Background: an optimization exercise with open tools, aiming at small area and a short achievable clock period. Do not read the settings as production practice. Where RTL was checked, it was by simulation tests only, not by an equivalence proof against the original. No functional check of the RTL was part of runs 3 and 4. Power is estimated from default activity; no workload was simulated.

$ cat flow/design.v
`timescale 1ns / 1ps
module DIV(a, b, quot);
    parameter DATAWIDTH = 2;
    input [DATAWIDTH - 1:0] a, b;
    output reg [DATAWIDTH - 1:0] quot;
    always @(*) begin
        quot <= (b == 0) ? {DATAWIDTH{1'b1}} : a / b;
    end
endmodule
`timescale 1ns / 1ps
module MOD(a, b, rem);
    parameter DATAWIDTH = 64;
    input [DATAWIDTH - 1:0] a, b;
    output reg [DATAWIDTH - 1:0] rem;
    always @(*) begin
        rem <= (b == 0) ? a : a % b;
    end
endmodule
`timescale 1ns / 1ps
module COMP(a, b, gt, lt, eq);
    parameter DATAWIDTH = 64;
    input [DATAWIDTH - 1:0] a, b;
    output reg gt, lt, eq;
    always @(*) begin
        gt <= 0; lt <= 0; eq <= 0;
        if($signed(a) > $signed(b))
            gt <= 1;
        else if($signed(a) < $signed(b))
            lt <= 1;
        else
            eq <= 1;
    end
endmodule
`timescale 1ns / 1ps
module MUX2x1(a, b, sel, d);
    parameter DATAWIDTH = 64;
    input [DATAWIDTH - 1:0] a, b;
    input sel;
    output reg [DATAWIDTH - 1:0] d;
    always @(*) begin
        if(sel == 0)
            d <= a;
        else
            d <= b;
    end
endmodule
`timescale 1ns / 1ps
module REG(d, Clk, Rst, q);
    parameter DATAWIDTH = 8;
    input Clk, Rst;
    input [DATAWIDTH - 1:0] d;
    output reg [DATAWIDTH - 1:0] q;
    always @(posedge Clk) begin
        if(Rst)
            q <= 0;
        else
            q <= d;
    end
endmodule
`timescale 1ns / 1ps
module CIRCUIT7(a, b, c, d, zero, Clk, Rst, z);
    input Clk, Rst;
    input [31:0] a, b, c, d, zero;
    output [31:0] z;
    wire [31:0] e, f, g, zwire;
    wire gEQz, gLTz, gGTz;  
    DIV #(32) div1(a, b, e);
    DIV #(32) div2(c, d, f);
    MOD #(32) mod1(a, b, g);
    COMP #(32) comp1(g, zero, gGTz, gLTz, gEQz);
    MUX2x1 #(32) mux1(f, e, gEQz, zwire);
    REG #(32) reg1(zwire, Clk, Rst, z);
endmodule
$ cat flow/run.sh
#!/bin/bash
# synth_recipe.tcl (not shown) runs the flow's synth.tcl, then flattens the netlist and writes it again
# the make line also repeats each setting of config.mk as NAME=value (left out here)
make -C /OpenROAD-flow-scripts/flow DESIGN_CONFIG=/design/flow/config.mk WORK_HOME=/design/flow/orfs CLKGATE_MAP_FILE= SYNTH_SCRIPT=/design/flow/synth_recipe.tcl finish
$ cat flow/config.mk
export PLATFORM = sky130hd
export DESIGN_NAME = CIRCUIT7
export DESIGN_NICKNAME = CIRCUIT7
export VERILOG_FILES = /design/flow/design.v
export SDC_FILE = /design/flow/constraint.sdc
export NUM_CORES = 4
export LEC_CHECK = 0
export CAP_MARGIN = 20
export CORE_MARGIN = 2
export CORE_UTILIZATION = 50
export CTS_CLUSTER_DIAMETER = 25
export CTS_CLUSTER_SIZE = 4
export SLEW_MARGIN = 20
$ cat flow/constraint.sdc
create_clock -name core_clock -period 260.0 [get_ports {Clk}]
set_input_delay 52.0000 -clock core_clock [delete_from_list [all_inputs] [get_ports {Clk}]]
set_output_delay 52.0000 -clock core_clock [all_outputs]
set_load 0.01 [all_outputs]
==> flow_metrics.py, run 1 <==
metrics = {
    "outcome": {
        "status": "no timing/DRC/antenna violations",
    },
    "synth": {
        "synth_area_um2": 60400,
        "netlist_instances": 8998,
        "synth_edf_count": 0,
        "synth_ff_type": "dfxtp_1",
        "ys_ff_latch": 32,
        "ys_warn_count": 5,
        "ys_seq_area_share_pct": 1.06,
        "synth_common_cells": "1090 x ha_1, 933 x nor2_1, 928 x nand2_1, 775 x a21oi_1, 540 x o21ai_0",
        "async_flop_share_pct": 0,
        "yosysTopAreaCell": "ha_1",
        "syn-num-nets": 10300,
        "yosysMostFrequentCell": "ha_1",
        "syn_avg_cell_area_um2": 6.71,
        "ys_types": 99,
        "synth_area_leaders": "ha_1 23%, a21oi_1 6.4%, xnor2_1 5.9%",
        "yosys.area.top_type_share_pct": 22.6,
    },
    "layout": {
        "multi_input_area_um2": 57300,
        "nets": 10300,
        "area_delta_synth_final_pct": 6.99,
        "nFillCells": 12300,
        "final_cells": 10700,
        "reg.largest.list": "reg1.q x32",
        "regMostFlops": "reg1.q",
        "drive_above_1_share_pct": 5.05,
        "largest_register_ffs": 32,
        "post-route-cell-area_um2": 64600,
        "regArea_um2": 641,
    },
    "sta": {
        "fmax_mhz": 6.73,
        "slew_viol_final": 0,
        "fin_crit_sh_pct": 57.2,
        "tns_ps": 0,
        "period_minus_slack_ps": 148590,
        "hold_viol_final": 0,
        "grt_setup_unrepaired": "false",
        "worst_pin_slew_ps": 1150,
        "slew-limit-headroom_pct": 23.2,
        "finalSetupViolations": 0,
    },
    "route": {
        "dr.pass1.iters": 9,
        "wl_per_cell_um": 25.5,
        "viasPerCell": 6.76,
        "routed_wl_um": 272000,
        "drc": 0,
        "dr.first_iter.drc_count": 8245,
        "ant_nets": 0,
        "vias": 72100,
    },
    "floorplanning": {
        "ios": 194,
        "rows": 127,
        "die_x_um": 352,
        "die_h_um": 352,
        "core_area_um2": 120000,
        "initial_core_util_pct": 50.4,
        "die_area_um2": 124000,
    },
    "cts": {
        "cts_tree": "yes",
        "cts.sinks": 32,
        "cts_setup_buffers": 0,
        "cts_made_buffers": 5,
        "clkTransAtPathRegs_ps": 80,
        "ctsLongestPathBuffers": 2,
        "htree_levels": 2,
        "root_buffer": "clkbuf_16",
        "ctsResizeCount": 0,
        "hold_buffers": 0,
    },
    "critical_path": {
        "cpPeakStageDelay_ps": 980,
        "cp_max_fo": 57,
        "crit_type": "in -> reg",
        "critPathLaunchType": "input port",
        "slowest_stage": "a221oi_1",
        "worstPathArrival_ps": 148730,
        "endpoint_kind": "flip-flop",
        "required_ps": 260140,
    },
    "global_routing": {
        "grt-busiest-layer": "met2",
        "grt_pass1_vias": 65900,
        "grt_overflow": 0,
        "met3_usage_pct": 6.52,
        "globalRouteMet2Util_pct": 64.1,
        "grt_start_max_net_pins": 58,
        "grtUsageTotal_pct": 42.0,
        "antenna_found_initial": 9,
        "grt_pass1_wl_um": 402000,
        "grtUsageMet1_pct": 56.2,
    },
    "place": {
        "post-place-cells": 10600,
        "gp_congestion": 1.10,
        "portBuffers": 193,
        "dp.final_hpwl_um": 221000,
        "placed_area_um2": 64400,
    },
    "power": {
        "p_total_w": 0.000203,
        "power_leakage_nw": 29.6,
        "ir_drop_v": 0.00000244,
        "power_density_nw_per_um2": 3.14,
    },
    "run": {
        "cap_violations": 0,
    },
    "worst_hold_path": {
        "hold_path.class": "in -> reg",
    },
}
==> worst max-delay path: cells and delay by family <==
kind	cells	cell delay, ps
and+or+nand+nor	88	27330
adders and majority gates	32	10560
muxes	4	1920
AOI/OAI and AO/OA	155	49570
buffers and inverters	25	6930
==> placed cells by master (no fill, tap or decap), types with 75 or more instances in the layout <==
master              n
a211oi_1          100
a21o_1            362
a21oi_1           773
a31oi_1           135
and2_1             75
and3_1             81
buf_4             138
clkdlybuf4s50_1   192
ha_1             1090
inv_1             389
mux2_2            114
nand2_1           928
nand2b_1          100
nand3_1           226
nand4_1           100
nor2_1            929
nor2b_1           107
nor3_1            325
o211ai_1          101
o21a_1            295
o21ai_0           536
o21bai_1           80
o31ai_1            86
or3_1             112
xnor2_1           405
xor2_1            256
==> cell families (layout without fill, tap and decap cells) <==
logic type | Yosys count | after routing | share of synthesized area (%)
and+or+nand+nor | 3260 | 3260 | 25.4
AOI/OAI and AO/OA | 3075 | 3075 | 33.7
adders and majority gates | 1091 | 1091 | 22.6
buffers and inverters | 699 | 745 | 4.39
xor gates and xnor gates | 661 | 661 | 9.59
muxes | 180 | 180 | 3.22
DFF | 32 | 32 | 1.06
other | 0 | 5 | 0
==> power breakdown <==
part | internal, W | switching [W]
combinational | 0.0000750 | 0.000114
sequential | 0.00000496 | 0.0000000546
clock | 0.00000509 | 0.00000351
total | 0.0000851 | 0.000118
==> routing by layer <==
layer	routed length, µm	vias to the layer above
met5	21	-
met4	17300	4
met3	28800	812
met2	113000	3978
met1	112000	33700
li1	-	33700
==> worst paths after layout <==
kind / from / endpoint / slack (ps) / depth (start not counted)
max: b[12] / reg1.q[16]$_SDFF_PP0_ / 111410 / 304
min: Rst / reg1.q[11]$_SDFF_PP0_ / 52520 / 2
==> layout make-up <==
cell class / instances / area share, %
multi-input cells: 8267 / 88.6
clock buffers: 7 / 0.236
repair buffers: 332 / 4.61
inverters: 405 / 2.35
clock inverters: 1 / 0.0465
diodes: 5 / 0.0194
well taps: 1612 / 3.12
flip-flops and latches: 32 / 0.991
==> through the flow <==
stage          util, %  hold slack [ps]  setup slack (ps)
3_3_place_gp      53.7            52750            114050
5_1_grt           53.9            52520            107160
4_1_cts           53.9            52510            114630
3_5_place_dp      53.8            52740            114660
6_report          53.9            52520            111410
2_1_floorplan        -            52080            133060
==> inputs of run 2 (changes only) <==
--- a/flow/config.mk
+++ b/flow/config.mk
@@ -7,2 +7,3 @@
 export LEC_CHECK = 0
+export ABC_AREA = 1
 export CAP_MARGIN = 20
==> flow_metrics.py, run 2 <==
metrics = {
    "outcome": {
        "status": "no timing/DRC/antenna violations",
    },
    "critical_path": {
        "required_ps": 260130,
        "slowest_stage": "clkinv_1",
        "cp_top_family": "simple AND/OR/NAND/NOR gates",
        "crit_type": "in -> reg",
        "cp.buffers_inverters": 81,
        "critical_path.most_common_cell": "nand2_1",
        "cp-startpoint": "b[31]",
        "critPathLaunchType": "input port",
        "cp.depth": 538,
        "cp_max_fo": 32,
        "endpoint_kind": "flip-flop",
        "cpPeakStageDelay_ps": 1250,
        "worstPathArrival_ps": 143960,
    },
    "cts": {
        "cts_setup_buffers": 0,
        "cts_tree": "yes",
        "cts_made_buffers": 5,
        "clkTransAtPathRegs_ps": 70,
        "cts.sinks": 32,
        "ctsLongestPathBuffers": 2,
        "htree_levels": 2,
        "ctsResizeCount": 0,
        "root_buffer": "clkbuf_16",
        "hold_buffers": 0,
    },
    "power": {
        "power_leakage_nw": 36.3,
        "power_density_nw_per_um2": 2.97,
        "ir_drop_v": 0.00000279,
    },
    "sta": {
        "slew_viol_final": 0,
        "tns_ps": 0,
        "fmax_mhz": 6.95,
        "period_minus_slack_ps": 143830,
        "worst_pin_slew_ps": 1230,
        "hold_viol_final": 0,
        "finalSetupViolations": 0,
        "grt_setup_unrepaired": "false",
        "timing.hold.ws_ps": 52510,
        "slew-limit-headroom_pct": 18.2,
        "fin_crit_sh_pct": 55.3,
    },
    "synth": {
        "synth_ff_type": "dfxtp_1",
        "syn_avg_cell_area_um2": 5.90,
        "synth_area_leaders": "ha_1 22%, nand2_1 17%, inv_1 9.7%",
        "async_flop_share_pct": 0,
        "yosysTopAreaCell": "ha_1",
        "netlist_instances": 10600,
        "yosys.area.top_type_share_pct": 21.9,
        "ys_ff_latch": 32,
        "syn-num-nets": 11800,
        "synth_edf_count": 0,
        "ys_types": 103,
        "yosysMostFrequentCell": "nand2_1",
        "ys_warn_count": 5,
        "synth_area_um2": 62300,
        "synth_common_cells": "2862 x nand2_1, 1606 x inv_1, 1090 x ha_1, 841 x a21oi_1, 646 x nand3_1",
        "ys_seq_area_share_pct": 1.03,
    },
    "global_routing": {
        "grt_overflow": 0,
        "grt_start_max_net_pins": 39,
        "grt_pass1_wl_um": 355000,
        "antenna_found_initial": 16,
        "grtUsageTotal_pct": 34.9,
        "grt_pass1_vias": 63500,
    },
    "route": {
        "drc": 0,
        "viasPerCell": 5.61,
        "vias": 68900,
        "dr.first_iter.drc_count": 5832,
        "dr.pass1.iters": 6,
        "wl_per_cell_um": 18.8,
        "routed_wl_um": 230000,
        "ant_nets": 0,
    },
    "layout": {
        "area_delta_synth_final_pct": 4.82,
        "drive_above_1_share_pct": 7.53,
        "reg.largest.list": "reg1.q x32",
        "nets": 11900,
        "mostFrequentLayoutCells": "2862 x nand2_1, 1596 x inv_1, 1090 x ha_1",
        "final_common_cell": "nand2_1",
        "largest_register_ffs": 32,
        "regMostFlops": "reg1.q",
    },
    "place": {
        "dp.final_hpwl_um": 188000,
        "gp_congestion": 1.02,
        "portBuffers": 193,
    },
    "floorplanning": {
        "initial_core_util_pct": 50.4,
        "rows": 129,
        "die_x_um": 357,
        "die_h_um": 357,
        "ios": 194,
        "die_area_um2": 127000,
        "core_area_um2": 124000,
    },
    "worst_hold_path": {
        "hold_path.class": "in -> reg",
        "hold-path-cell-count": 3,
        "hold_path.startpoint": "Rst",
    },
    "run": {
        "cap_violations": 0,
    },
}
## run 2: logic make-up after synthesis
group,count (synthesis),synth area share [%]
xor+xnor,683,9.61
buf+inv,1908,13.2
compound gates,1977,19.4
flops,32,1.03
fa+ha+maj,1091,21.9
simple gates,4846,34.5
mux,22,0.386
## run 2: through the flow
stage	std cells	instance area [µm²]	setup WS (ps)	utilization, %	total power (W)
detailed placement	12300	65100	117550	52.7	0.000183
global route	12300	65300	106940	52.8	0.000216
floorplan	10600	62300	141370	-	0.000143
finish	12300	65300	116170	52.8	0.000194
CTS	12300	65200	117650	52.8	0.000192
global placement	12300	65100	116960	52.6	0.000182
## run 2: final timing paths
path,endpoint,slack (ps)
max,reg1.q[26]$_SDFF_PP0_,116170
min,reg1.q[3]$_SDFF_PP0_,52510
## run 2: report_power, final
| part | internal, W | switching, W | leakage, nW |
|---|---|---|---|
| combinational | 0.0000686 | 0.000113 | 36.0 |
| sequential | 0.00000496 | 0.000000148 | 0.258 |
| clock | 0.00000357 | 0.00000370 | 0.0736 |
| total | 0.0000771 | 0.000117 | 36.3 |
## run 2: per-layer routing
layer	part of all wire (%)	global-route usage, %
met2	44	57.3
met1	46	47.4
met5	0.021	0
met4	3.7	12.0
met3	6.8	3.56
## run 2: final cells by class
cell class	count	area (µm²)
repair buffers	275	2550
clock inverters	3	18.8
inverters	1699	6390
flip-flops and latches	32	641
well taps	1637	2050
clock buffers	5	125
multi-input cells	8619	53500
fillers	13200	58400
diodes	4	10.0
==> inputs of run 3 (changes only) <==
==> flow/design.v (replaced) <==
module DIV #(parameter W = 32) (a, b, quot, rem);
    input  [W-1:0] a, b;
    output [W-1:0] quot;
    output [W-1:0] rem;
    wire [W-1:0] r [0:W];    
    wire [W:0]   hz;         
    assign hz[W] = 1'b1;
    assign r[W] = {W{1'b0}};
    genvar i;
    generate
        for (i = W-1; i >= 0; i = i - 1) begin : row
            localparam integer w = W - i;
            assign hz[i] = hz[i+1] & ~b[i];
            wire [w-1:0] t;
            if (w == 1) begin : t1
                assign t = a[i];
            end else begin : tn
                assign t = {r[i+1][w-2:0], a[i]};
            end
            wire [w:0] diff = {1'b0, t} - {1'b0, b[w-1:0]};
            assign quot[i] = hz[w] & ~diff[w];
            wire [w-1:0] nr = quot[i] ? diff[w-1:0] : t;
            if (w == W) begin : full
                assign r[i] = nr;
            end else begin : part
                assign r[i] = {{(W-w){1'b0}}, nr};
            end
        end
    endgenerate
    assign rem = r[0];
endmodule
module COMP(a, b, eq);
    parameter DATAWIDTH = 32;
    input [DATAWIDTH - 1:0] a, b;
    output eq;
    assign eq = (a == b);
endmodule
`timescale 1ns / 1ps
module MUX2x1(a, b, sel, d);
    parameter DATAWIDTH = 64;
    input [DATAWIDTH - 1:0] a, b;
    input sel;
    output reg [DATAWIDTH - 1:0] d;
    always @(*) begin
        if(sel == 0)
            d <= a;
        else
            d <= b;
    end
endmodule
`timescale 1ns / 1ps
module REG(d, Clk, Rst, q);
    parameter DATAWIDTH = 8;
    input Clk, Rst;
    input [DATAWIDTH - 1:0] d;
    output reg [DATAWIDTH - 1:0] q;
    always @(posedge Clk) begin
        if(Rst)
            q <= 0;
        else
            q <= d;
    end
endmodule
module CIRCUIT7(a, b, c, d, zero, Clk, Rst, z);
    input Clk, Rst;
    input [31:0] a, b, c, d, zero;
    output [31:0] z;
    wire [31:0] e, f, g, fr, zwire;
    wire gEQz;
    DIV #(32) div1(a, b, e, g);      
    DIV #(32) div2(c, d, f, fr);     
    COMP #(32) comp1(g, zero, gEQz);
    MUX2x1 #(32) mux1(f, e, gEQz, zwire);
    REG #(32) reg1(zwire, Clk, Rst, z);
endmodule
==> flow_metrics.py, run 3 <==
metrics = {
    "outcome": {
        "status": "no timing/DRC/antenna violations",
    },
    "critical_path": {
        "critical_path.most_common_cell": "nand2_1",
        "cp_top_family": "compound AO/OA/AOI/OAI gates",
        "slowest_stage": "o21ai_0",
        "worstPathArrival_ps": 146110,
        "endpoint_kind": "flip-flop",
        "cp.buffers_inverters": 50,
        "cp-startpoint": "d[31]",
        "cp_max_fo": 56,
        "crit_type": "in -> reg",
        "endpoint": "reg1.q[0]$_SDFF_PP0_",
        "cp.depth": 618,
        "cpPeakStageDelay_ps": 680,
        "required_ps": 260200,
        "critPathLaunchType": "input port",
    },
    "layout": {
        "nets": 10500,
        "drive_above_1_share_pct": 6.30,
        "largest_register_ffs": 32,
        "nFillCells": 11900,
        "area_delta_synth_final_pct": 5.58,
        "final_common_cell": "nand2_1",
        "mostFrequentLayoutCells": "2136 x nand2_1, 1224 x inv_1, 1053 x ha_1",
        "antenna_cells": 0,
        "regMostFlops": "reg1.q",
        "reg.largest.list": "reg1.q x32",
        "final_core_util_pct": 53.0,
    },
    "cts": {
        "htree_levels": 2,
        "clkTransAtPathRegs_ps": 60,
        "cts_setup_buffers": 0,
        "cts_made_buffers": 5,
        "cts.sinks": 32,
        "hold_buffers": 0,
        "root_buffer": "clkbuf_16",
        "ctsLongestPathBuffers": 2,
        "cts_tree": "yes",
        "ctsResizeCount": 0,
    },
    "power": {
        "power_density_nw_per_um2": 2.77,
        "p_sw_w": 0.0000938,
        "pg_seq_w": 0.00000500,
        "internal-power_w": 0.0000708,
        "ir_drop_v": 0.00000244,
        "pg_comb_w": 0.000153,
        "powerClk_w": 0.00000662,
        "maxPowerGroup": "combinational logic",
        "pwr-share-comb_pct": 92.9,
        "power_leakage_nw": 32.5,
        "power_switching_share_pct": 57.0,
        "clockPowerShare_pct": 4.0,
        "pwr-share-seq_pct": 3.0,
    },
    "run": {
        "cap_violations": 0,
    },
    "synth": {
        "ys_ff_latch": 32,
        "yosysTopAreaCell": "ha_1",
        "syn-num-nets": 10400,
        "ys_warn_count": 3,
        "yosys.area.top_type_share_pct": 23.4,
        "synth_area_leaders": "ha_1 23%, nand2_1 14%, a21oi_1 8.3%",
        "synth_area_um2": 56200,
        "async_flop_share_pct": 0,
        "synth_ff_type": "dfxtp_1",
        "syn_avg_cell_area_um2": 6.15,
        "ys_types": 63,
        "synth_edf_count": 0,
        "netlist_instances": 9143,
        "ys_seq_area_share_pct": 1.14,
        "synth_common_cells": "2140 x nand2_1, 1227 x inv_1, 1053 x ha_1, 933 x a21oi_1, 530 x o21ai_0",
        "yosysMostFrequentCell": "nand2_1",
    },
    "sta": {
        "tns_ps": 0,
        "period_minus_slack_ps": 145920,
        "hold_viol_final": 0,
        "fin_crit_sh_pct": 56.1,
        "fmax_mhz": 6.85,
        "grt_setup_unrepaired": "false",
        "timing.hold.ws_ps": 52680,
        "finalSetupViolations": 0,
        "slew-limit-headroom_pct": 31.4,
        "worst_pin_slew_ps": 1030,
        "slew_viol_final": 0,
    },
    "worst_hold_path": {
        "hold-path-cell-count": 7,
        "hold_path.startpoint": "b[0]",
        "hold_path.class": "in -> reg",
        "hold_path_end": "reg1.q[31]$_SDFF_PP0_",
    },
    "global_routing": {
        "grt_pass1_vias": 54200,
        "antenna_found_initial": 1,
        "grt_overflow": 0,
        "grt_start_max_net_pins": 61,
        "grt_pass1_wl_um": 263000,
        "grtUsageTotal_pct": 26.8,
    },
    "floorplanning": {
        "initial_core_util_pct": 50.2,
        "die_area_um2": 115000,
        "die_x_um": 339,
        "ios": 194,
        "core_area_um2": 112000,
        "die_h_um": 339,
        "rows": 123,
    },
    "route": {
        "drc": 0,
        "dr.pass1.iters": 5,
        "viasPerCell": 5.33,
        "dr.first_iter.drc_count": 2518,
        "ant_nets": 0,
        "wl_per_cell_um": 14.6,
        "routed_wl_um": 156000,
        "vias": 57300,
    },
    "place": {
        "portBuffers": 193,
        "gp_congestion": 0.894,
        "dp.final_hpwl_um": 130000,
    },
}
## run 3: changes by cell type after synthesis, moves of 103 or more
cell      previous run  this run
inv_1             1606      1227
o21ai_0            380       530
nand3_1            646       529
o21ai_2             62       168
nand2_1           2862      2140
o21bai_1            75       178
## run 3: metal layers
metal	up-vias	GRT usage (%)	wire [µm]	share of wire, %
li1	30800	-	-	-
met1	25700	35.5	75500	48
met5	-	0	13	0.0083
met4	2	4.59	2300	1.5
met2	736	48.9	74400	48
met3	123	0.672	4190	2.7
## run 3: logic make-up after synthesis
kind of cell | Yosys count | synth area share [%]
AOI/OAI and AO/OA | 2159 | 22.1
xor gates and xnor gates | 767 | 11.9
adders and majority gates | 1114 | 25.6
buffers and inverters | 1423 | 10.8
DFF | 32 | 1.14
and+or+nand+nor | 3648 | 28.4
## run 3: metrics by stage
stage | worst slack (ps) | total power, W | cells | instance area (µm²)
CTS | 114460 | 0.000165 | 10700 | 59400
finish | 114080 | 0.000165 | 10700 | 59400
floorplan | 128410 | 0.000128 | 9143 | 56200
global route | 101890 | 0.000188 | 10700 | 59400
detailed placement | 114390 | 0.000157 | 10700 | 59200
global placement | 116990 | 0.000156 | 10700 | 59200
## run 3: area by class of cell
cell class | instances | area, µm² | share of cell area (%)
Clock inverter | 1 | 7.51 | 0.0126
Sequential cell | 32 | 641 | 1.08
Tap cell | 1500 | 1880 | 3.16
Multi-Input combinational cell | 7688 | 49500 | 83.4
Inverter | 1243 | 4670 | 7.86
Clock buffer | 7 | 143 | 0.240
Timing Repair Buffer | 274 | 2520 | 4.24
==> inputs of run 4 (changes only) <==
--- a/flow/config.mk
+++ b/flow/config.mk
@@ -10,5 +10,6 @@
 export CORE_MARGIN = 2
-export CORE_UTILIZATION = 50
+export CORE_UTILIZATION = 70
 export CTS_CLUSTER_DIAMETER = 25
 export CTS_CLUSTER_SIZE = 4
+export PLACE_DENSITY = 0.8
 export SLEW_MARGIN = 20
==> flow_metrics.py, run 4 <==
metrics = {
    "synth": {
        "synth_area_leaders": "ha_1 23%, nand2_1 14%, a21oi_1 8.3%",
        "synth_edf_count": 0,
        "async_flop_share_pct": 0,
        "ys_types": 63,
        "syn-num-nets": 10400,
        "syn_avg_cell_area_um2": 6.15,
        "synth_area_um2": 56200,
        "ys_ff_latch": 32,
        "yosys.area.top_type_share_pct": 23.4,
        "synth_ff_type": "dfxtp_1",
        "netlist_instances": 9143,
        "synth_common_cells": "2140 x nand2_1, 1227 x inv_1, 1053 x ha_1, 933 x a21oi_1, 530 x o21ai_0",
        "ys_seq_area_share_pct": 1.14,
        "yosysTopAreaCell": "ha_1",
        "ys_warn_count": 3,
        "yosysMostFrequentCell": "nand2_1",
    },
    "power": {
        "power_switching_share_pct": 57.4,
        "powerClk_w": 0.00000700,
        "pwr-share-seq_pct": 3.0,
        "p_sw_w": 0.0000952,
        "pg_comb_w": 0.000154,
        "pg_seq_w": 0.00000500,
        "power_density_nw_per_um2": 2.82,
        "ir_drop_v": 0.00000258,
        "clockPowerShare_pct": 4.2,
        "internal-power_w": 0.0000705,
        "pwr-share-comb_pct": 92.8,
        "p_total_w": 0.000166,
        "power_leakage_nw": 32.5,
        "maxPowerGroup": "combinational logic",
    },
    "layout": {
        "nFillCells": 7128,
        "final_core_util_pct": 74.1,
        "regMostFlops": "reg1.q",
        "largest_register_ffs": 32,
        "nets": 10500,
        "final_common_cell": "nand2_1",
        "area_delta_synth_final_pct": 4.49,
        "mostFrequentLayoutCells": "2136 x nand2_1, 1225 x inv_1, 1053 x ha_1",
        "drive_above_1_share_pct": 6.22,
        "reg.largest.list": "reg1.q x32",
    },
    "floorplanning": {
        "rows": 103,
        "core_area_um2": 79300,
        "die_area_um2": 82600,
        "initial_core_util_pct": 71.0,
        "die_x_um": 287,
        "ios": 194,
        "die_h_um": 287,
    },
    "cts": {
        "ctsResizeCount": 0,
        "clkTransAtPathRegs_ps": 80,
        "cts_made_buffers": 5,
        "root_buffer": "clkbuf_16",
        "hold_buffers": 0,
        "ctsLongestPathBuffers": 2,
        "cts.sinks": 32,
        "htree_levels": 2,
        "cts_setup_buffers": 0,
        "cts_tree": "yes",
    },
    "global_routing": {
        "grtUsageTotal_pct": 35.4,
        "grt_pass1_vias": 55400,
        "grt_start_max_net_pins": 61,
        "antenna_found_initial": 4,
        "grt_pass1_wl_um": 251000,
        "grt_overflow": 0,
    },
    "critical_path": {
        "crit_type": "in -> reg",
        "cpPeakStageDelay_ps": 640,
        "endpoint_kind": "flip-flop",
        "worstPathArrival_ps": 148290,
        "critical_path.most_common_cell": "nand2_1",
        "cp.buffers_inverters": 52,
        "cp.depth": 618,
        "cp_top_family": "compound AO/OA/AOI/OAI gates",
        "required_ps": 260230,
        "endpoint": "reg1.q[0]$_SDFF_PP0_",
        "cp-startpoint": "d[31]",
        "cp_max_fo": 60,
        "critPathLaunchType": "input port",
        "slowest_stage": "o21ai_2",
    },
    "worst_hold_path": {
        "hold_path.class": "in -> reg",
        "hold_path.startpoint": "d[1]",
        "hold-path-cell-count": 6,
        "hold_path_end": "reg1.q[31]$_SDFF_PP0_",
    },
    "outcome": {
        "status": "no timing/DRC/antenna violations",
    },
    "run": {
        "cap_violations": 0,
    },
    "sta": {
        "finalSetupViolations": 0,
        "fmax_mhz": 6.75,
        "tns_ps": 0,
        "slew-limit-headroom_pct": 31.3,
        "grt_setup_unrepaired": "false",
        "worst_pin_slew_ps": 1030,
        "fin_ws_ps": 111940,
        "hold_viol_final": 0,
        "slew_viol_final": 0,
        "period_minus_slack_ps": 148060,
        "fin_crit_sh_pct": 56.9,
    },
    "place": {
        "dp.final_hpwl_um": 122000,
        "portBuffers": 193,
        "preCtsSetupSlack_ps": 113050,
        "gp_congestion": 0.969,
    },
    "route": {
        "routed_wl_um": 148000,
        "dr.pass1.iters": 6,
        "viasPerCell": 5.72,
        "dr.first_iter.drc_count": 3506,
        "drc": 0,
        "ant_nets": 0,
        "wl_per_cell_um": 14.4,
        "vias": 58900,
    },
}
[run 4: cell types whose count changed in the layout (fill, tap and decap cells not counted)]
cell | previous run | this run
buf_4 | 81 | 74
clkinv_2 | 0 | 2
diode_2 | 0 | 2
clkbuf_1 | 1 | 0
clkbuf_8 | 1 | 0
clkinv_4 | 0 | 1
clkinvlp_4 | 1 | 0
inv_1 | 1224 | 1225
inv_2 | 11 | 10
[run 4: final cells by class]
| class | instances | area (µm²) | share of cell area, % |
|---|---|---|---|
| Antenna cell | 2 | 5.00 | 0.00852 |
| Clock buffer | 5 | 125 | 0.213 |
| Clock inverter | 3 | 18.8 | 0.0319 |
| Inverter | 1243 | 4670 | 7.94 |
| Multi-Input combinational cell | 7688 | 49500 | 84.3 |
| Sequential cell | 32 | 641 | 1.09 |
| Tap cell | 1050 | 1310 | 2.24 |
| Timing Repair Buffer | 267 | 2470 | 4.20 |
[run 4: per-layer routing]
metal  up-vias  GRT usage [%]  routed length, µm
met5         -              0                 13
met4         2           11.7               4510
met3       291           2.99               8030
met2      1382           63.1              69200
met1     26500           44.6              66600
li1      30700              -                  -
[run 4: cells by family after synthesis]
| group | after synthesis | synth area share [%] |
|---|---|---|
| flops | 32 | 1.14 |
| buf+inv | 1423 | 10.8 |
| xor+xnor | 767 | 11.9 |
| simple gates | 3648 | 28.4 |
| compound gates | 2159 | 22.1 |
| fa+ha+maj | 1114 | 25.6 |
[run 4: per-stage QoR]
step / hold WS [ps] / cells / area [µm²]
6_report: 52540 / 10300 / 58800
2_1_floorplan: 52180 / 9143 / 56200
3_5_place_dp: 52730 / 10300 / 58600
4_1_cts: 52510 / 10300 / 58800
3_3_place_gp: 52740 / 10300 / 58600
5_1_grt: 52600 / 10300 / 58800

[afterwards: timing with drivers on the ports]
The results above use ideal ports. As a check the final layouts listed here were re-extracted and re-timed, cells and wires unchanged.
Step 1: set_driving_cell puts a clkbuf_16 on Clk and a buf_2 on each other input, an assumption about the parent block.
Step 2 moves the port delays by t, midway between the first and last clock arrival at a register: inputs arrive t later, outputs are due t later. That takes back most of the time a late clock gives input paths.
Slacks: ideal ports / drivers / drivers and shift; pairs: ideal ports / drivers.
run | t, ns | slack for setup (ns) | worst setup path at the end
run 1 | 0.386 | 111.410 / 111.447 / 111.061 | input to register
run 2 | 0.399 | 116.169 / 116.053 / 115.654 | input to register
run 3 | 0.353 | 114.083 / 114.109 / 113.756 | input to register
run 4 | 0.372 | 111.938 / 111.953 / 111.581 | input to register
After both steps every run listed still meets setup and hold. For run 2, which loses most, drivers alone change the setup slack by -0.116 ns; drivers and shift together by -0.515 ns.
